What follows belongs to an exercise in optimizing a design on an open flow for small area; a production flow would make more cautious choices. Function was checked by simulation only, so behaviour that the tests miss may differ from the original.

## flow/design.v (module list and top-level ports; edited modules follow where they fit)
// module algorithm_core: 755 lines
// module algorithm_top: 21 lines
module algorithm_top (
  input  logic            clk,
  input  logic            rst_n,
  input  logic            s_axis_valid,
  output logic            s_axis_ready,
  input  logic signed [DATA_WIDTH*2-1:0] s_axis_data,  
  output logic            m_axis_valid,
  input  logic            m_axis_ready,
  output logic signed [OUTPUT_WIDTH*2-1:0] m_axis_data
);
  // ...
==> flow/run.sh <==
#!/bin/bash
# synth_recipe.tcl (not shown) runs the flow's synth.tcl, then flattens the netlist and writes it again
# the make line also repeats each setting of config.mk as NAME=value (left out here)
make -C /OpenROAD-flow-scripts/flow DESIGN_CONFIG=/design/flow/config.mk WORK_HOME=/design/flow/orfs CLKGATE_MAP_FILE= SYNTH_SCRIPT=/design/flow/synth_recipe.tcl finish
==> flow/config.mk <==
export PLATFORM = sky130hd
export DESIGN_NAME = algorithm_top
export DESIGN_NICKNAME = algorithm_top
export VERILOG_FILES = /design/flow/design.v
export SDC_FILE = /design/flow/constraint.sdc
export NUM_CORES = 4
export LEC_CHECK = 0
export CAP_MARGIN = 10
export CORE_MARGIN = 2
export CORE_UTILIZATION = 65
export CTS_BUF_LIST = sky130_fd_sc_hd__clkbuf_4 sky130_fd_sc_hd__clkbuf_8
export SLEW_MARGIN = 10
==> flow/constraint.sdc <==
create_clock -name core_clock -period 11.0 [get_ports {clk}]
set_input_delay 2.2000 -clock core_clock [delete_from_list [all_inputs] [get_ports {clk}]]
set_output_delay 2.2000 -clock core_clock [all_outputs]
set_load 0.01 [all_outputs]
==> results.tsv, run 1 <==
metric	value	unit
status	no timing/DRC/antenna violations	
largest_reg_flops	512	
min_path_type	reg2reg	
synthSimpleGateAreaFrac	9.262	%
pin_count	74	
first_global_vias	20823	
r2r-end	core_i.mem[15][17]	
n_tap_cell	592	
reg2reg_depth	8	
r2r-start	core_i.rd_ptr[3]	
n_sequential_cell	522	
grt.busiest_layer	met2	
buf_share	5.815	%
critPathBufInv	9	
layout_common_cells	512 x edfxtp_1, 243 x inv_1, 210 x nand2_1, 184 x fa_1, 166 x a22oi_1	
cpMostUsedCell	fa_1	
fill_cells	2886	
ys_top_cells_by_count	512 x edfxtp_1, 247 x inv_1, 210 x nand2_1	
max_stage_delay	0.56	ns
cts_setup_buffers	1	
worst-path-stages	30	
wl_met3	9217	µm
hold_viol_final	0	
grt_util_met3	6.977	%
finalCritPeriodShare	98.10	%
layout.non_clock_buffers	209	
grt_use_met2	60.83	%
met1_length	30470	µm
critPathCaptureType	output pin	
synthXorXnorAreaFrac	1.233	%
synthTopCellsByArea	edfxtp_1 53%, fa_1 13%, a22oi_1 4.3%	
==> inputs of run 2 (changes only) <==
--- a/flow/design.v
+++ b/flow/design.v
@@ -8,50 +8,54 @@
   input  logic            in_valid,
   output logic            in_ready,
   input  logic signed [DATA_WIDTH*2-1:0] in_data,  
   output logic            out_valid,
   input  logic            out_ready,
   output logic signed [OUTPUT_WIDTH*2-1:0] out_data
 );
   localparam int DEPTH = PIPELINE_DEPTH;
-  localparam int PTR_BITS = $clog2(DEPTH);
-  logic [PTR_BITS:0] wr_ptr, rd_ptr;
+  localparam int CNT_BITS = $clog2(DEPTH) + 1;
+  logic [CNT_BITS-1:0] count;    
+  logic [1:0] rd_k;              
   logic [DATA_WIDTH*2-1:0] mem [0:DEPTH-1];
   logic empty, full, push, pop;
-  assign empty = (wr_ptr == rd_ptr);
-  assign full  = (wr_ptr[PTR_BITS] != rd_ptr[PTR_BITS]) &&
-                 (wr_ptr[PTR_BITS-1:0] == rd_ptr[PTR_BITS-1:0]);
+  assign empty = (count == 0);
+  assign full  = (count == DEPTH);
   assign in_ready  = !full;
   assign out_valid = !empty;
   assign push = in_valid && !full;
   assign pop  = out_ready && !empty;
   always_ff @(posedge clk or negedge rst_n) begin
     if (!rst_n) begin
-      wr_ptr <= '0;
-      rd_ptr <= '0;
+      count <= '0;
+      rd_k  <= '0;
     end else begin
-      if (push) wr_ptr <= wr_ptr + 1'b1;
-      if (pop)  rd_ptr <= rd_ptr + 1'b1;
+      if (push && !pop) count <= count + 1'b1;
+      else if (pop && !push) count <= count - 1'b1;
+      if (pop) rd_k <= rd_k + 1'b1;
     end
   end
   always_ff @(posedge clk) begin
-    if (push) mem[wr_ptr[PTR_BITS-1:0]] <= in_data;
+    if (push) begin
+      mem[0] <= in_data;
+      for (int j = 1; j < DEPTH; j++) mem[j] <= mem[j-1];
+    end
   end
   logic [DATA_WIDTH*2-1:0] head;
   logic [1:0] k;
+  assign k = rd_k;
   logic [DEPTH-1:0] rd_sel;
   always_comb begin
     head = '0;
     for (int j = 0; j < DEPTH; j++) begin
-      rd_sel[j] = (rd_ptr[PTR_BITS-1:0] == j);
+      rd_sel[j] = (count == j + 1);
       head = head | ({(DATA_WIDTH*2){rd_sel[j]}} & mem[j]);
     end
   end
-  assign k = rd_ptr[1:0];
   logic [DATA_WIDTH-1:0] a, b;
   assign a = head[DATA_WIDTH*2-1 -: DATA_WIDTH];
   assign b = head[DATA_WIDTH-1 -: DATA_WIDTH];
   logic [16:0] q_r, q_i;
   wire r_0 = (k == 2'd0) ? 1'b0 : (k == 2'd1) ? b[0] : (k == 2'd2) ? 1'b0 : 1'b0;
   wire r_1 = (k == 2'd0) ? 1'b0 : (k == 2'd1) ? b[1] : (k == 2'd2) ? b[0] : 1'b0;
   wire r_2 = (k == 2'd0) ? 1'b0 : (k == 2'd1) ? b[2] : (k == 2'd2) ? b[1] : b[0];
   wire r_3 = (k == 2'd0) ? 1'b0 : (k == 2'd1) ? b[3] : (k == 2'd2) ? b[2] : b[1];
@@ -384,18 +388,196 @@
   wire r_330, r_331;
   assign {r_331, r_330} = 1'b1 + a[12];
   wire r_332, r_333;
   assign {r_333, r_332} = 1'b1 + a[13];
   wire r_334, r_335;
   assign {r_335, r_334} = 1'b1 + a[14];
   wire [29:0] r_x = {1'b1, r_335, r_333, r_331, r_329, r_327, r_325, r_323, r_321, r_319, r_317, r_315, r_313, r_311, r_309, r_307, r_305, r_303, r_301, r_299, r_297, r_295, r_293, r_291, r_289, r_287, r_285, r_283, r_282, r_105};
   wire [29:0] r_y = {1'b0, ~a[15], r_334, r_332, r_330, r_328, r_326, r_324, r_322, r_320, r_318, r_316, r_314, r_312, r_310, r_308, r_306, r_304, r_302, r_300, r_298, r_296, r_294, r_292, r_290, r_288, r_286, r_284, r_236, r_121};
-  wire [29:0] r_v = r_x + r_y;
-  assign q_r = r_v[29:13];
+  wire r_336 = r_105 ^ r_121;
+  wire r_337 = r_282 ^ r_236;
+  wire r_338 = r_283 ^ r_284;
+  wire r_339 = r_285 ^ r_286;
+  wire r_340 = r_287 ^ r_288;
+  wire r_341 = r_289 ^ r_290;
+  wire r_342 = r_291 ^ r_292;
+  wire r_343 = r_293 ^ r_294;
+  wire r_344 = r_295 ^ r_296;
+  wire r_345 = r_297 ^ r_298;
+  wire r_346 = r_299 ^ r_300;
+  wire r_347 = r_301 ^ r_302;
+  wire r_348 = r_303 ^ r_304;
+  wire r_349 = r_305 ^ r_306;
+  wire r_350 = r_307 ^ r_308;
+  wire r_351 = r_309 ^ r_310;
+  wire r_352 = r_311 ^ r_312;
+  wire r_353 = r_313 ^ r_314;
+  wire r_354 = r_315 ^ r_316;
+  wire r_355 = r_317 ^ r_318;
+  wire r_356 = r_319 ^ r_320;
+  wire r_357 = r_321 ^ r_322;
+  wire r_358 = r_323 ^ r_324;
+  wire r_359 = r_325 ^ r_326;
+  wire r_360 = r_327 ^ r_328;
+  wire r_361 = r_329 ^ r_330;
+  wire r_362 = r_331 ^ r_332;
+  wire r_363 = r_333 ^ r_334;
+  wire r_364 = r_335 ^ ~a[15];
+  wire r_365 = 1'b1 ^ 1'b0;
+  wire r_366 = r_105 & r_121;
+  wire r_367 = r_282 & r_236;
+  wire r_368 = r_283 & r_284;
+  wire r_369 = r_285 & r_286;
+  wire r_370 = r_287 & r_288;
+  wire r_371 = r_289 & r_290;
+  wire r_372 = r_291 & r_292;
+  wire r_373 = r_293 & r_294;
+  wire r_374 = r_295 & r_296;
+  wire r_375 = r_297 & r_298;
+  wire r_376 = r_299 & r_300;
+  wire r_377 = r_301 & r_302;
+  wire r_378 = r_303 & r_304;
+  wire r_379 = r_305 & r_306;
+  wire r_380 = r_307 & r_308;
+  wire r_381 = r_309 & r_310;
+  wire r_382 = r_311 & r_312;
+  wire r_383 = r_313 & r_314;
+  wire r_384 = r_315 & r_316;
+  wire r_385 = r_317 & r_318;
+  wire r_386 = r_319 & r_320;
+  wire r_387 = r_321 & r_322;
+  wire r_388 = r_323 & r_324;
+  wire r_389 = r_325 & r_326;
+  wire r_390 = r_327 & r_328;
+  wire r_391 = r_329 & r_330;
+  wire r_392 = r_331 & r_332;
+  wire r_393 = r_333 & r_334;
+  wire r_394 = r_335 & ~a[15];
+  wire r_395 = 1'b1 & 1'b0;
+  wire r_396 = r_367 | (r_337 & r_366);
+  wire r_397 = r_337 & r_336;
+  wire r_398 = r_369 | (r_339 & r_368);
+  wire r_399 = r_339 & r_338;
+  wire r_400 = r_371 | (r_341 & r_370);
+  wire r_401 = r_341 & r_340;
+  wire r_402 = r_373 | (r_343 & r_372);
+  wire r_403 = r_343 & r_342;
+  wire r_404 = r_375 | (r_345 & r_374);
+  wire r_405 = r_345 & r_344;
+  wire r_406 = r_377 | (r_347 & r_376);
+  wire r_407 = r_347 & r_346;
+  wire r_408 = r_379 | (r_349 & r_378);
+  wire r_409 = r_349 & r_348;
+  wire r_410 = r_381 | (r_351 & r_380);
+  wire r_411 = r_351 & r_350;
+  wire r_412 = r_383 | (r_353 & r_382);
+  wire r_413 = r_353 & r_352;
+  wire r_414 = r_385 | (r_355 & r_384);
+  wire r_415 = r_355 & r_354;
+  wire r_416 = r_387 | (r_357 & r_386);
+  wire r_417 = r_357 & r_356;
+  wire r_418 = r_389 | (r_359 & r_388);
+  wire r_419 = r_359 & r_358;
+  wire r_420 = r_391 | (r_361 & r_390);
+  wire r_421 = r_361 & r_360;
+  wire r_422 = r_393 | (r_363 & r_392);
+  wire r_423 = r_363 & r_362;
+  wire r_424 = r_395 | (r_365 & r_394);
+  wire r_425 = r_365 & r_364;
+  wire r_426 = r_398 | (r_399 & r_396);
+  wire r_427 = r_399 & r_397;
+  wire r_428 = r_402 | (r_403 & r_400);
+  wire r_429 = r_403 & r_401;
+  wire r_430 = r_406 | (r_407 & r_404);
+  wire r_431 = r_407 & r_405;
+  wire r_432 = r_410 | (r_411 & r_408);
+  wire r_433 = r_411 & r_409;
+  wire r_434 = r_414 | (r_415 & r_412);
+  wire r_435 = r_415 & r_413;
+  wire r_436 = r_418 | (r_419 & r_416);
+  wire r_437 = r_419 & r_417;
+  wire r_438 = r_422 | (r_423 & r_420);
+  wire r_439 = r_423 & r_421;
+  wire r_440 = r_428 | (r_429 & r_426);
+  wire r_441 = r_429 & r_427;
+  wire r_442 = r_432 | (r_433 & r_430);
+  wire r_443 = r_433 & r_431;
+  wire r_444 = r_436 | (r_437 & r_434);
+  wire r_445 = r_437 & r_435;
+  wire r_446 = r_442 | (r_443 & r_440);
+  wire r_447 = r_443 & r_441;
+  wire r_448 = r_444 | (r_445 & r_446);
+  wire r_449 = r_445 & r_447;
+  wire r_450 = r_430 | (r_431 & r_440);
+  wire r_451 = r_431 & r_441;
+  wire r_452 = r_434 | (r_435 & r_446);
+  wire r_453 = r_435 & r_447;
+  wire r_454 = r_438 | (r_439 & r_448);
+  wire r_455 = r_439 & r_449;
+  wire r_456 = r_400 | (r_401 & r_426);
+  wire r_457 = r_401 & r_427;
+  wire r_458 = r_404 | (r_405 & r_440);
+  wire r_459 = r_405 & r_441;
+  wire r_460 = r_408 | (r_409 & r_450);
+  wire r_461 = r_409 & r_451;
+  wire r_462 = r_412 | (r_413 & r_446);
+  wire r_463 = r_413 & r_447;
+  wire r_464 = r_416 | (r_417 & r_452);
+  wire r_465 = r_417 & r_453;
+  wire r_466 = r_420 | (r_421 & r_448);
+  wire r_467 = r_421 & r_449;
+  wire r_468 = r_424 | (r_425 & r_454);
+  wire r_469 = r_425 & r_455;
+  wire r_470 = r_368 | (r_338 & r_396);
+  wire r_471 = r_338 & r_397;
+  wire r_472 = r_370 | (r_340 & r_426);
+  wire r_473 = r_340 & r_427;
+  wire r_474 = r_372 | (r_342 & r_456);
+  wire r_475 = r_342 & r_457;
+  wire r_476 = r_374 | (r_344 & r_440);
+  wire r_477 = r_344 & r_441;
+  wire r_478 = r_376 | (r_346 & r_458);
+  wire r_479 = r_346 & r_459;
+  wire r_480 = r_378 | (r_348 & r_450);
+  wire r_481 = r_348 & r_451;
+  wire r_482 = r_380 | (r_350 & r_460);
+  wire r_483 = r_350 & r_461;
+  wire r_484 = r_382 | (r_352 & r_446);
+  wire r_485 = r_352 & r_447;
+  wire r_486 = r_384 | (r_354 & r_462);
+  wire r_487 = r_354 & r_463;
+  wire r_488 = r_386 | (r_356 & r_452);
+  wire r_489 = r_356 & r_453;
+  wire r_490 = r_388 | (r_358 & r_464);
+  wire r_491 = r_358 & r_465;
+  wire r_492 = r_390 | (r_360 & r_448);
+  wire r_493 = r_360 & r_449;
+  wire r_494 = r_392 | (r_362 & r_466);
+  wire r_495 = r_362 & r_467;
+  wire r_496 = r_394 | (r_364 & r_454);
+  wire r_497 = r_364 & r_455;
+  wire r_498 = r_349 ^ r_480;
+  wire r_499 = r_350 ^ r_460;
+  wire r_500 = r_351 ^ r_482;
+  wire r_501 = r_352 ^ r_446;
+  wire r_502 = r_353 ^ r_484;
+  wire r_503 = r_354 ^ r_462;
+  wire r_504 = r_355 ^ r_486;
+  wire r_505 = r_356 ^ r_452;
+  wire r_506 = r_357 ^ r_488;
+  wire r_507 = r_358 ^ r_464;
+  wire r_508 = r_359 ^ r_490;
+  wire r_509 = r_360 ^ r_448;
+  wire r_510 = r_361 ^ r_492;
+  wire r_511 = r_362 ^ r_466;
+  wire r_512 = r_363 ^ r_494;
+  wire r_513 = r_364 ^ r_454;
+  wire r_514 = r_365 ^ r_496;
+  assign q_r = {r_514, r_513, r_512, r_511, r_510, r_509, r_508, r_507, r_506, r_505, r_504, r_503, r_502, r_501, r_500, r_499, r_498};
   wire i_0 = (k == 2'd0) ? 1'b0 : (k == 2'd1) ? ~a[0] : (k == 2'd2) ? 1'b0 : 1'b0;
   wire i_1 = (k == 2'd0) ? 1'b0 : (k == 2'd1) ? ~a[1] : (k == 2'd2) ? ~a[0] : 1'b0;
   wire i_2 = (k == 2'd0) ? 1'b0 : (k == 2'd1) ? ~a[2] : (k == 2'd2) ? ~a[1] : ~a[0];
   wire i_3 = (k == 2'd0) ? 1'b0 : (k == 2'd1) ? ~a[3] : (k == 2'd2) ? ~a[2] : ~a[1];
   wire i_4 = (k == 2'd0) ? 1'b0 : (k == 2'd1) ? ~a[4] : (k == 2'd2) ? ~a[3] : ~a[2];
   wire i_5 = (k == 2'd0) ? 1'b0 : (k == 2'd1) ? ~a[5] : (k == 2'd2) ? ~a[4] : ~a[3];
   wire i_6 = (k == 2'd0) ? 1'b0 : (k == 2'd1) ? ~a[6] : (k == 2'd2) ? ~a[5] : ~a[4];
   wire i_7 = (k == 2'd0) ? 1'b0 : (k == 2'd1) ? ~a[7] : (k == 2'd2) ? ~a[6] : ~a[5];
@@ -743,18 +925,196 @@
   wire i_349, i_350;
   assign {i_350, i_349} = 1'b1 + b[12];
   wire i_351, i_352;
   assign {i_352, i_351} = 1'b1 + b[13];
   wire i_353, i_354;
   assign {i_354, i_353} = 1'b1 + b[14];
   wire [29:0] i_x = {1'b1, i_354, i_352, i_350, i_348, i_346, i_344, i_342, i_340, i_338, i_336, i_334, i_332, i_330, i_328, i_326, i_324, i_322, i_320, i_318, i_316, i_314, i_312, i_310, i_308, i_306, i_304, i_302, i_301, i_105};
   wire [29:0] i_y = {1'b0, ~b[15], i_353, i_351, i_349, i_347, i_345, i_343, i_341, i_339, i_337, i_335, i_333, i_331, i_329, i_327, i_325, i_323, i_321, i_319, i_317, i_315, i_313, i_311, i_309, i_307, i_305, i_303, i_255, i_121};
-  wire [29:0] i_v = i_x + i_y;
-  assign q_i = i_v[29:13];
+  wire i_355 = i_105 ^ i_121;
+  wire i_356 = i_301 ^ i_255;
+  wire i_357 = i_302 ^ i_303;
+  wire i_358 = i_304 ^ i_305;
+  wire i_359 = i_306 ^ i_307;
+  wire i_360 = i_308 ^ i_309;
+  wire i_361 = i_310 ^ i_311;
+  wire i_362 = i_312 ^ i_313;
+  wire i_363 = i_314 ^ i_315;
+  wire i_364 = i_316 ^ i_317;
+  wire i_365 = i_318 ^ i_319;
+  wire i_366 = i_320 ^ i_321;
+  wire i_367 = i_322 ^ i_323;
+  wire i_368 = i_324 ^ i_325;
+  wire i_369 = i_326 ^ i_327;
+  wire i_370 = i_328 ^ i_329;
+  wire i_371 = i_330 ^ i_331;
+  wire i_372 = i_332 ^ i_333;
+  wire i_373 = i_334 ^ i_335;
+  wire i_374 = i_336 ^ i_337;
+  wire i_375 = i_338 ^ i_339;
+  wire i_376 = i_340 ^ i_341;
+  wire i_377 = i_342 ^ i_343;
+  wire i_378 = i_344 ^ i_345;
+  wire i_379 = i_346 ^ i_347;
+  wire i_380 = i_348 ^ i_349;
+  wire i_381 = i_350 ^ i_351;
+  wire i_382 = i_352 ^ i_353;
+  wire i_383 = i_354 ^ ~b[15];
+  wire i_384 = 1'b1 ^ 1'b0;
+  wire i_385 = i_105 & i_121;
+  wire i_386 = i_301 & i_255;
+  wire i_387 = i_302 & i_303;
+  wire i_388 = i_304 & i_305;
+  wire i_389 = i_306 & i_307;
+  wire i_390 = i_308 & i_309;
+  wire i_391 = i_310 & i_311;
+  wire i_392 = i_312 & i_313;
+  wire i_393 = i_314 & i_315;
+  wire i_394 = i_316 & i_317;
+  wire i_395 = i_318 & i_319;
+  wire i_396 = i_320 & i_321;
+  wire i_397 = i_322 & i_323;
+  wire i_398 = i_324 & i_325;
+  wire i_399 = i_326 & i_327;
+  wire i_400 = i_328 & i_329;
+  wire i_401 = i_330 & i_331;
+  wire i_402 = i_332 & i_333;
+  wire i_403 = i_334 & i_335;
+  wire i_404 = i_336 & i_337;
+  wire i_405 = i_338 & i_339;
+  wire i_406 = i_340 & i_341;
+  wire i_407 = i_342 & i_343;
+  wire i_408 = i_344 & i_345;
+  wire i_409 = i_346 & i_347;
+  wire i_410 = i_348 & i_349;
+  wire i_411 = i_350 & i_351;
+  wire i_412 = i_352 & i_353;
+  wire i_413 = i_354 & ~b[15];
+  wire i_414 = 1'b1 & 1'b0;
+  wire i_415 = i_386 | (i_356 & i_385);
+  wire i_416 = i_356 & i_355;
+  wire i_417 = i_388 | (i_358 & i_387);
+  wire i_418 = i_358 & i_357;
+  wire i_419 = i_390 | (i_360 & i_389);
+  wire i_420 = i_360 & i_359;
+  wire i_421 = i_392 | (i_362 & i_391);
+  wire i_422 = i_362 & i_361;
+  wire i_423 = i_394 | (i_364 & i_393);
+  wire i_424 = i_364 & i_363;
+  wire i_425 = i_396 | (i_366 & i_395);
+  wire i_426 = i_366 & i_365;
+  wire i_427 = i_398 | (i_368 & i_397);
+  wire i_428 = i_368 & i_367;
+  wire i_429 = i_400 | (i_370 & i_399);
+  wire i_430 = i_370 & i_369;
+  wire i_431 = i_402 | (i_372 & i_401);
+  wire i_432 = i_372 & i_371;
+  wire i_433 = i_404 | (i_374 & i_403);
+  wire i_434 = i_374 & i_373;
+  wire i_435 = i_406 | (i_376 & i_405);
+  wire i_436 = i_376 & i_375;
+  wire i_437 = i_408 | (i_378 & i_407);
+  wire i_438 = i_378 & i_377;
+  wire i_439 = i_410 | (i_380 & i_409);
+  wire i_440 = i_380 & i_379;
+  wire i_441 = i_412 | (i_382 & i_411);
+  wire i_442 = i_382 & i_381;
+  wire i_443 = i_414 | (i_384 & i_413);
+  wire i_444 = i_384 & i_383;
+  wire i_445 = i_417 | (i_418 & i_415);
+  wire i_446 = i_418 & i_416;
+  wire i_447 = i_421 | (i_422 & i_419);
+  wire i_448 = i_422 & i_420;
+  wire i_449 = i_425 | (i_426 & i_423);
+  wire i_450 = i_426 & i_424;
+  wire i_451 = i_429 | (i_430 & i_427);
+  wire i_452 = i_430 & i_428;
+  wire i_453 = i_433 | (i_434 & i_431);
+  wire i_454 = i_434 & i_432;
+  wire i_455 = i_437 | (i_438 & i_435);
+  wire i_456 = i_438 & i_436;
+  wire i_457 = i_441 | (i_442 & i_439);
+  wire i_458 = i_442 & i_440;
+  wire i_459 = i_447 | (i_448 & i_445);
+  wire i_460 = i_448 & i_446;
+  wire i_461 = i_451 | (i_452 & i_449);
+  wire i_462 = i_452 & i_450;
+  wire i_463 = i_455 | (i_456 & i_453);
+  wire i_464 = i_456 & i_454;
+  wire i_465 = i_461 | (i_462 & i_459);
+  wire i_466 = i_462 & i_460;
+  wire i_467 = i_463 | (i_464 & i_465);
+  wire i_468 = i_464 & i_466;
+  wire i_469 = i_449 | (i_450 & i_459);
+  wire i_470 = i_450 & i_460;
+  wire i_471 = i_453 | (i_454 & i_465);
+  wire i_472 = i_454 & i_466;
+  wire i_473 = i_457 | (i_458 & i_467);
+  wire i_474 = i_458 & i_468;
+  wire i_475 = i_419 | (i_420 & i_445);
+  wire i_476 = i_420 & i_446;
+  wire i_477 = i_423 | (i_424 & i_459);
+  wire i_478 = i_424 & i_460;
+  wire i_479 = i_427 | (i_428 & i_469);
+  wire i_480 = i_428 & i_470;
+  wire i_481 = i_431 | (i_432 & i_465);
+  wire i_482 = i_432 & i_466;
+  wire i_483 = i_435 | (i_436 & i_471);
+  wire i_484 = i_436 & i_472;
+  wire i_485 = i_439 | (i_440 & i_467);
+  wire i_486 = i_440 & i_468;
+  wire i_487 = i_443 | (i_444 & i_473);
+  wire i_488 = i_444 & i_474;
+  wire i_489 = i_387 | (i_357 & i_415);
+  wire i_490 = i_357 & i_416;
+  wire i_491 = i_389 | (i_359 & i_445);
+  wire i_492 = i_359 & i_446;
+  wire i_493 = i_391 | (i_361 & i_475);
+  wire i_494 = i_361 & i_476;
+  wire i_495 = i_393 | (i_363 & i_459);
+  wire i_496 = i_363 & i_460;
+  wire i_497 = i_395 | (i_365 & i_477);
+  wire i_498 = i_365 & i_478;
+  wire i_499 = i_397 | (i_367 & i_469);
+  wire i_500 = i_367 & i_470;
+  wire i_501 = i_399 | (i_369 & i_479);
+  wire i_502 = i_369 & i_480;
+  wire i_503 = i_401 | (i_371 & i_465);
+  wire i_504 = i_371 & i_466;
+  wire i_505 = i_403 | (i_373 & i_481);
+  wire i_506 = i_373 & i_482;
+  wire i_507 = i_405 | (i_375 & i_471);
+  wire i_508 = i_375 & i_472;
+  wire i_509 = i_407 | (i_377 & i_483);
+  wire i_510 = i_377 & i_484;
+  wire i_511 = i_409 | (i_379 & i_467);
+  wire i_512 = i_379 & i_468;
+  wire i_513 = i_411 | (i_381 & i_485);
+  wire i_514 = i_381 & i_486;
+  wire i_515 = i_413 | (i_383 & i_473);
+  wire i_516 = i_383 & i_474;
+  wire i_517 = i_368 ^ i_499;
+  wire i_518 = i_369 ^ i_479;
+  wire i_519 = i_370 ^ i_501;
+  wire i_520 = i_371 ^ i_465;
+  wire i_521 = i_372 ^ i_503;
+  wire i_522 = i_373 ^ i_481;
+  wire i_523 = i_374 ^ i_505;
+  wire i_524 = i_375 ^ i_471;
+  wire i_525 = i_376 ^ i_507;
+  wire i_526 = i_377 ^ i_483;
+  wire i_527 = i_378 ^ i_509;
+  wire i_528 = i_379 ^ i_467;
+  wire i_529 = i_380 ^ i_511;
+  wire i_530 = i_381 ^ i_485;
+  wire i_531 = i_382 ^ i_513;
+  wire i_532 = i_383 ^ i_473;
+  wire i_533 = i_384 ^ i_515;
+  assign q_i = {i_533, i_532, i_531, i_530, i_529, i_528, i_527, i_526, i_525, i_524, i_523, i_522, i_521, i_520, i_519, i_518, i_517};
   function automatic logic [OUTPUT_WIDTH-1:0] scale_sat(input logic [16:0] q);
     if (!q[16] && q[15])      scale_sat = 18'h1ffff;
     else if (q[16] && !q[15]) scale_sat = 18'h20000;
     else                      scale_sat = {q[15:0], 2'b00};
   endfunction
   assign out_data = {scale_sat(q_r), scale_sat(q_i)};
 endmodule
 `timescale 1ns/1ps
==> flow/flow/run.sh (new file) <==
#!/bin/bash
# Own layout flow: the standard ORFS flow (standard.sh) with a few make settings changed:
#  - SYNTH_ARGS=-noabc: skip the quick ABC pass inside Yosys's synth so that the full-adder
#    extraction sees the adder logic as written (registers are unaffected)
#  - port buffers are buf_1 instead of the default choice
#  - clock tree synthesis without dummy loads, with larger sink clusters of clkbuf_16
set -o pipefail
bash standard.sh \
  SYNTH_ARGS=-noabc \
  BUFFER_PORTS_ARGS="-buffer_cell sky130_fd_sc_hd__buf_1" \
  CTS_ARGS="-sink_clustering_enable -repair_clock_nets -dont_use_dummy_load -sink_clustering_size 25 -sink_clustering_max_diameter 80 -buf_list sky130_fd_sc_hd__clkbuf_16" \
   finish > standard_flow.log 2>&1
==> flow/standard.sh (new file) <==
#!/bin/bash
# synth_recipe.tcl (not shown) runs the flow's synth.tcl, then flattens the netlist and writes it again
# the make line also repeats each setting of config.mk as NAME=value (left out here)
make -C /OpenROAD-flow-scripts/flow DESIGN_CONFIG=/design/flow/config.mk WORK_HOME=/design/flow/orfs CLKGATE_MAP_FILE= SYNTH_SCRIPT=/design/flow/synth_recipe.tcl "${@:-finish}"
==> flow/config.mk (replaced) <==
export PLATFORM = sky130hd
export DESIGN_NAME = algorithm_top
export DESIGN_NICKNAME = algorithm_top
export VERILOG_FILES = /design/flow/design.v
export SDC_FILE = /design/flow/constraint.sdc
export NUM_CORES = 4
export LEC_CHECK = 0
export CAP_MARGIN = 20
export CORE_MARGIN = 2
export CORE_UTILIZATION = 40
export SLEW_MARGIN = 20
removed: flow/run.sh
==> results.tsv, run 2 <==
metric	value	unit	change
wl_met2	36790	µm	was 41660 µm
dieWidth	266.0	µm	was 215.7 µm
finalSetupViolCount	0		unchanged
layout_common_cells	512 x edfxtp_1, 199 x fa_1, 191 x nor2_1, 139 x buf_4, 128 x a22oi_1		was 512 x edfxtp_1, 243 x inv_1, 210 x nand2_1, 184 x fa_1, 166 x a22oi_1
status	no timing/DRC/antenna violations		unchanged
fin_skew	0.02364	ns	was 0.03211 ns
cts-hold-fix-buffers	0		unchanged
holdPathStages	0		was 1
dp_hpwl	54650	µm	was 56120 µm
route.detailed.drc	0		unchanged
core	0.06835	mm²	was 0.04422 mm²
timing.final.ws_setup	0.2902	ns	was 0.2089 ns
ys_top_cells_by_count	512 x edfxtp_1, 201 x fa_1, 198 x nor2_1		was 512 x edfxtp_1, 247 x inv_1, 210 x nand2_1
stdcell_count	2967		was 3161
regArea	0.01556	mm²	was 0.01563 mm²
cts_root_buf	clkbuf_16		was clkbuf_8
r2r_slack	7.05	ns	was 7.91 ns
cts_inserted_buffers	24		was 75
hold_viol_final	0		unchanged
reg2reg_depth	8		unchanged
critPathCaptureType	output pin		unchanged
synth.distinct_cells	72		was 74
gp_congestion	0.9344		was 0.9926
overflow	0		unchanged
cp-start-kind	flip-flop		unchanged
synth_ff_type	edfxtp_1		unchanged
portBuffers	73		unchanged
antenna_found_initial	0		was 2
maxCapViolCount	0		unchanged
cpMostUsedCell	fa_1		unchanged
area_growth	12.23	%	was 13.02%
multi_input_area	0.01155	mm²	was 0.01226 mm²
synthTopCellsByArea	edfxtp_1 56%, fa_1 15%, ha_1 3.9%		was edfxtp_1 53%, fa_1 13%, a22oi_1 4.3%
avgViaCountPerCell	5.935		was 6.624
worst_pin_slew	1.065	ns	was 1.127 ns
finalCritPeriodShare	97.36	%	was 98.10%
r2r-start	core_i.count[0]		was core_i.rd_ptr[3]
period_needed	10.71	ns	was 10.79 ns
hp-start	core_i.mem[6][2]		was core_i.wr_ptr[4]
finalMaxSlewViolations	0		unchanged
grt_pass1_wl	116200	µm	was 127500 µm
drt_wl_total	77860	µm	was 85780 µm
first_global_vias	17810		was 20823
yosysMostFrequentCell	edfxtp_1		unchanged
die_y	266.0	µm	was 215.7 µm
path_max_fanout	16		was 13
wl_per_cell	26.24	µm	was 27.14 µm
synth.top_cell.area_share	55.98	%	was 52.79%
drt_iter0_markers	2069		was 2213
dp_cells	2894		was 2994
cp_slowest_cell	fa_1		unchanged
fill_cells	6097		was 2886
max_stage_delay	0.58	ns	was 0.56 ns
insertedDiodeCount	0		was 2
grt.total_usage	21.76	%	was 37.06%
met1_length	32700	µm	was 30470 µm
synth_largest_area_cell	edfxtp_1		unchanged
die-area	0.07078	mm²	was 0.04652 mm²
wl_met3	6271	µm	was 9217 µm
worstPathRequired	8.80	ns	about the same
pre_cts_slack	0.04730	ns	was 0.2290 ns
worstSkewPairLatency	0.56	ns	was 0.63 ns
vias	17608		was 20938
cts_tree	done		unchanged
syn_avg_cell_area	14.10	µm²	was 12.40 µm²
clockBufferDepth	3		unchanged
pin_count	74		unchanged
cp.arrival	8.51	ns	was 8.59 ns
final_common_cell	edfxtp_1		unchanged
dr.pass1.iters	7		was 8
htreeDepth	1		was 3
grt_max_degree	152		was 65
drive_gt1_share	14.44	%	was 13.79%
yosysWarnings	2		was 1
top_layer_used	met4		unchanged
fp-row-count	96		was 77
hold_end	core_i.mem[7][2]		was core_i.wr_ptr[4]
ys_seq_area_share	56.61	%	was 53.64%
antenna_left	0		unchanged
r2r-end	core_i.mem[13][3]		was core_i.mem[15][17]
fin_util	45.10	%	was 74.44%
synth_nets	2270		was 2655
synth_cells	1948		was 2349
largest_reg_flops	512		unchanged
synth_edf_count	512		unchanged
fmax	0.09337	GHz	was 0.09267 GHz
syn_area	0.02747	mm²	was 0.02913 mm²
critical_path_class	reg2out		unchanged
nets	2409		was 2816
slew_headroom	28.98	%	was 24.84%
cts_num_sinks	519		was 522
synth_seq_cells	519		was 522
min_path_type	reg2reg		unchanged
clk_pin_slew_worst_paths	0.10	ns	was 0.08 ns
synthArstFlopShare	1.349	%	was 1.916%
initial_core_util	40.19	%	was 65.87%
-- run 2: changes by cell type after synthesis, moves of 26 or more --
cell	change
a22oi_1	-38
nor2_1	+93
inv_1	-183
nand3_1	-33
a21oi_1	-49
nand2_1	-98
maj3_1	+29
o21ai_0	-26
o211ai_1	-28
-- run 2: layer usage --
| metal | vias up | global-route usage [%] |
|---|---|---|
| li1 | 7599 | - |
| met1 | 9045 | 31.16 |
| met2 | 847 | 35.15 |
| met3 | 117 | 2.542 |
| met4 | 0 | 6.271 |
| met5 | - | 0 |
-- run 2: what timing repair did --
item / CTS / global route
gates resized for setup: 40 / 71
pin swaps: 4 / 33
endpoints found under the hold margin: 0 / 0
buffers inserted: 6 / 41
setup endpoints to repair: 36 / 35
cloned: 0 / 2
-- run 2: worst max-delay path by stage --
stage	start	endpoint	slack, ns	cells after the start
floorplan	s_axis_valid	core_i.count[2]	-0.19	5
finish	core_i.count[1]	m_axis_data[33]	0.29	30
CTS	core_i.count[1]	m_axis_data[33]	0.008	29
detailed placement	core_i.count[3]	m_axis_data[31]	0.05	25
global route	core_i.count[1]	m_axis_data[3]	-0.01	28
global placement	core_i.count[3]	m_axis_data[29]	0.09	25
-- run 2: logic make-up (layout without fill, tap and decap cells) --
group                      Yosys count  after routing  synth area share, %
adders and majority gates          315            315                19.58
DFF                                519            519                56.61
buffers and inverters              196            333                3.016
and+or+nand+nor                    445            445                7.617
xor gates and xnor gates            23             23               0.7334
muxes                               17             17               0.6742
AOI/OAI and AO/OA                  433            433                11.77
-- run 2: critical path, delay by kind of cell, from the launching register on --
kind                       cells  cell delay, ns
and+or+nand+nor                5            1.32
DFF                            1            0.45
adders and majority gates      7            3.20
buffers and inverters          6            1.02
AOI/OAI and AO/OA             12            1.93
-- run 2: layout make-up --
class	count	area share, %
Timing Repair Buffer	242	5.707
Inverter	67	0.8158
Tap cell	882	3.580
Multi-Input combinational cell	1233	37.47
Sequential cell	519	50.48
Clock buffer	24	1.948
-- run 2: per-stage QoR --
step                hold WS, ns  setup TNS (ns)  area [µm²]
global placement         0.4261               0       29440
finish                   0.4389               0       30830
global route             0.4499        -0.05243       30830
floorplan                0.4204         -0.5426       27470
CTS                      0.4389               0       30200
detailed placement       0.4295               0       29440
==> inputs of run 3 (changes only) <==
--- a/flow/config.mk
+++ b/flow/config.mk
@@ -7,5 +7,5 @@
 export LEC_CHECK = 0
 export CAP_MARGIN = 20
 export CORE_MARGIN = 2
-export CORE_UTILIZATION = 40
+export CORE_UTILIZATION = 65
 export SLEW_MARGIN = 20
==> results.tsv, run 3 <==
metric	value	unit	change
yosysMostFrequentCell	edfxtp_1		unchanged
synth_seq_cells	519		unchanged
stdcell_count	2625		was 2967
overflow	0		unchanged
dp_hpwl	52330	µm	was 54650 µm
drive_gt1_share	14.00	%	was 14.44%
final_common_cell	edfxtp_1		unchanged
fin_skew	0.02866	ns	was 0.02364 ns
worstSkewPairLatency	0.57	ns	was 0.56 ns
pin_count	74		unchanged
dieWidth	209.6	µm	was 266.0 µm
met1_usage	51.05	%	was 31.16%
clk_pin_slew_worst_paths	0.10	ns	about the same
drt_wl_total	74080	µm	was 77860 µm
cts_inserted_buffers	25		was 24
cts_tree	done		unchanged
hold_viol_final	0		unchanged
grt_pass1_wl	111500	µm	was 116200 µm
finalSetupTns	0	ns	unchanged
avgViaCountPerCell	6.833		was 5.935
slew_headroom	28.68	%	was 28.98%
htreeDepth	1		unchanged
cts-hold-fix-buffers	0		unchanged
path_max_fanout	21		was 16
area_growth	10.58	%	was 12.23%
crit_path_end	m_axis_data[29]		was m_axis_data[33]
placed_area	0.02914	mm²	was 0.02944 mm²
min_path_type	reg2reg		unchanged
status	no timing/DRC/antenna violations		unchanged
holdPathStages	0		unchanged
synthTopCellsByArea	edfxtp_1 56%, fa_1 15%, ha_1 3.9%		unchanged
route.detailed.drc	0		unchanged
synth_edf_count	512		unchanged
syn_avg_cell_area	14.10	µm²	unchanged
layout_common_cells	512 x edfxtp_1, 199 x fa_1, 189 x nor2_1, 149 x buf_4, 128 x a22oi_1		was 512 x edfxtp_1, 199 x fa_1, 191 x nor2_1, 139 x buf_4, 128 x a22oi_1
critical_path_class	reg2out		unchanged
synth_largest_area_cell	edfxtp_1		unchanged
cp-start-kind	flip-flop		unchanged
clockBufferDepth	3		unchanged
cp_slowest_cell	or4_4		was fa_1
synth.top_cell.area_share	55.98	%	unchanged
die-area	0.04392	mm²	was 0.07078 mm²
fmax	0.09319	GHz	was 0.09337 GHz
cp.arrival	8.53	ns	was 8.51 ns
dr.pass1.iters	8		was 7
yosysWarnings	2		unchanged
vias	17936		was 17608
reg2reg_depth	8		unchanged
grt_max_degree	171		was 152
worst_pin_slew	1.070	ns	was 1.065 ns
grt.total_usage	34.46	%	was 21.76%
drt_iter0_markers	2161		was 2069
max_stage_delay	0.60	ns	was 0.58 ns
largest_reg_flops	512		unchanged
die_y	209.6	µm	was 266.0 µm
ys_seq_area_share	56.61	%	unchanged
antenna_left	0		unchanged
core	0.04185	mm²	was 0.06835 mm²
syn_area	0.02747	mm²	unchanged
cp-startpoint	core_i.count[0]		was core_i.count[1]
ys_top_cells_by_count	512 x edfxtp_1, 201 x fa_1, 198 x nor2_1		unchanged
finalMaxSlewViolations	0		unchanged
portBuffers	73		unchanged
fp-row-count	75		was 96
r2r_slack	6.65	ns	was 7.05 ns
synth_ff_type	edfxtp_1		unchanged
antenna_found_initial	1		was 0
r2r-start	core_i.count[0]		unchanged
synth_cells	1948		unchanged
dp_cells	2566		was 2894
cts_num_sinks	519		unchanged
grt_use_met2	52.23	%	was 35.15%
wl_per_cell	28.22	µm	was 26.24 µm
synthArstFlopShare	1.349	%	unchanged
synth_nets	2270		unchanged
critPathCaptureType	output pin		unchanged
grt_util_met3	6.315	%	was 2.542%
cts_root_buf	clkbuf_16		unchanged
first_global_vias	17967		was 17810
cpMostUsedCell	fa_1		unchanged
worstPathRequired	8.80	ns	about the same
finalCritPeriodShare	97.55	%	was 97.36%
r2r-end	core_i.mem[1][10]		was core_i.mem[13][3]
maxCapViolCount	0		unchanged
period_needed	10.73	ns	was 10.71 ns
insertedDiodeCount	0		unchanged
gp_congestion	0.9851		was 0.9344
grt.busiest_layer	met2		unchanged
finalSetupViolCount	0		unchanged
nets	2410		was 2409
initial_core_util	65.63	%	was 40.19%
final_cell_area	0.03037	mm²	was 0.03083 mm²
synth.distinct_cells	72		unchanged
## run 3: worst max-delay path: cells and delay by family, from the launching register on
family	cells	cell delay, ns
compound gates	6	0.89
fa+ha+maj	8	3.41
buf+inv	6	1.05
flops	1	0.46
simple gates	8	2.11
## run 3: worst min path at each step
stage          slack, ns               from                 to
6_report            0.44  core_i.mem[2][20]  core_i.mem[3][20]
5_1_grt             0.45  core_i.mem[2][20]  core_i.mem[3][20]
4_1_cts             0.44  core_i.mem[13][3]  core_i.mem[14][3]
3_5_place_dp        0.43  core_i.mem[2][13]  core_i.mem[3][13]
3_3_place_gp        0.43   core_i.mem[3][4]   core_i.mem[4][4]
2_1_floorplan       0.42  core_i.mem[12][0]  core_i.mem[13][0]
## run 3: kinds of logic after synthesis
kind of cell             after synthesis  share of synthesized area [%]
AO/OA/AOI/OAI                        433                          11.77
buffers and inverters                196                          3.016
XOR/XNOR                              23                         0.7334
adder cells (fa/ha/maj)              315                          19.58
multiplexers                          17                         0.6742
flip-flops                           519                          56.61
AND/OR/NAND/NOR                      445                          7.617
## run 3: timing repair
item / 4_1_cts / 5_1_grt
gates cloned: 1 / 0
setup buffers: 15 / 18
endpoints found under the setup margin: 35 / 34
pin swaps: 10 / 21
gates resized for setup: 29 / 52
## run 3: cell type report
class	count	area (µm²)
flip-flops and latches	519	15560
multi-input cells	1233	11480
fillers	2791	11480
repair buffers	242	1779
well taps	539	674.4
clock buffers	25	625.6
inverters	67	251.5
## run 3: per-layer routing
layer,up-vias,wire (µm)
met2,1209,33430
met1,8919,29130
met3,193,8507
li1,7615,-
met5,-,0
met4,0,3013
## run 3: per-stage QoR
| step | utilization, % | setup WS, ns | hold WS (ns) |
|---|---|---|---|
| floorplan | - | -0.1859 | 0.4204 |
| global placement | 69.64 | 0.2051 | 0.4276 |
| detailed placement | 69.64 | 0.05473 | 0.4335 |
| CTS | 71.68 | 0.00008615 | 0.4389 |
| global route | 72.57 | -0.03015 | 0.4481 |
| finish | 72.57 | 0.2695 | 0.4441 |

-- port drivers added, routing unchanged --
The flow's constraints put no driver on any port. The routed layouts listed below were extracted and timed again, unchanged, in two steps. Step 1 sets driving cells, clkbuf_16 on the clock port and buf_2 on the other inputs (assumed; they add their load-dependent delay and slew). Step 2, shift: input delay + t, output delay - t, t = (earliest + latest rising clock arrival at the registers) / 2. This alone moves slack from input paths to output paths. Three values: no drivers, after step 1, after step 2; two values: the first two.
run | shift t [ns] | setup WS [ns] | clock arrival spread, ns
run 1 | 0.665 | 0.209 / 0.158 / 0.823 | 0.033 / 0.033
run 2 | 0.609 | 0.290 / 0.235 / 0.844 | 0.026 / 0.025
run 3 | 0.619 | 0.270 / 0.213 / 0.832 | 0.051 / 0.051
After both steps every run listed still meets setup and hold.
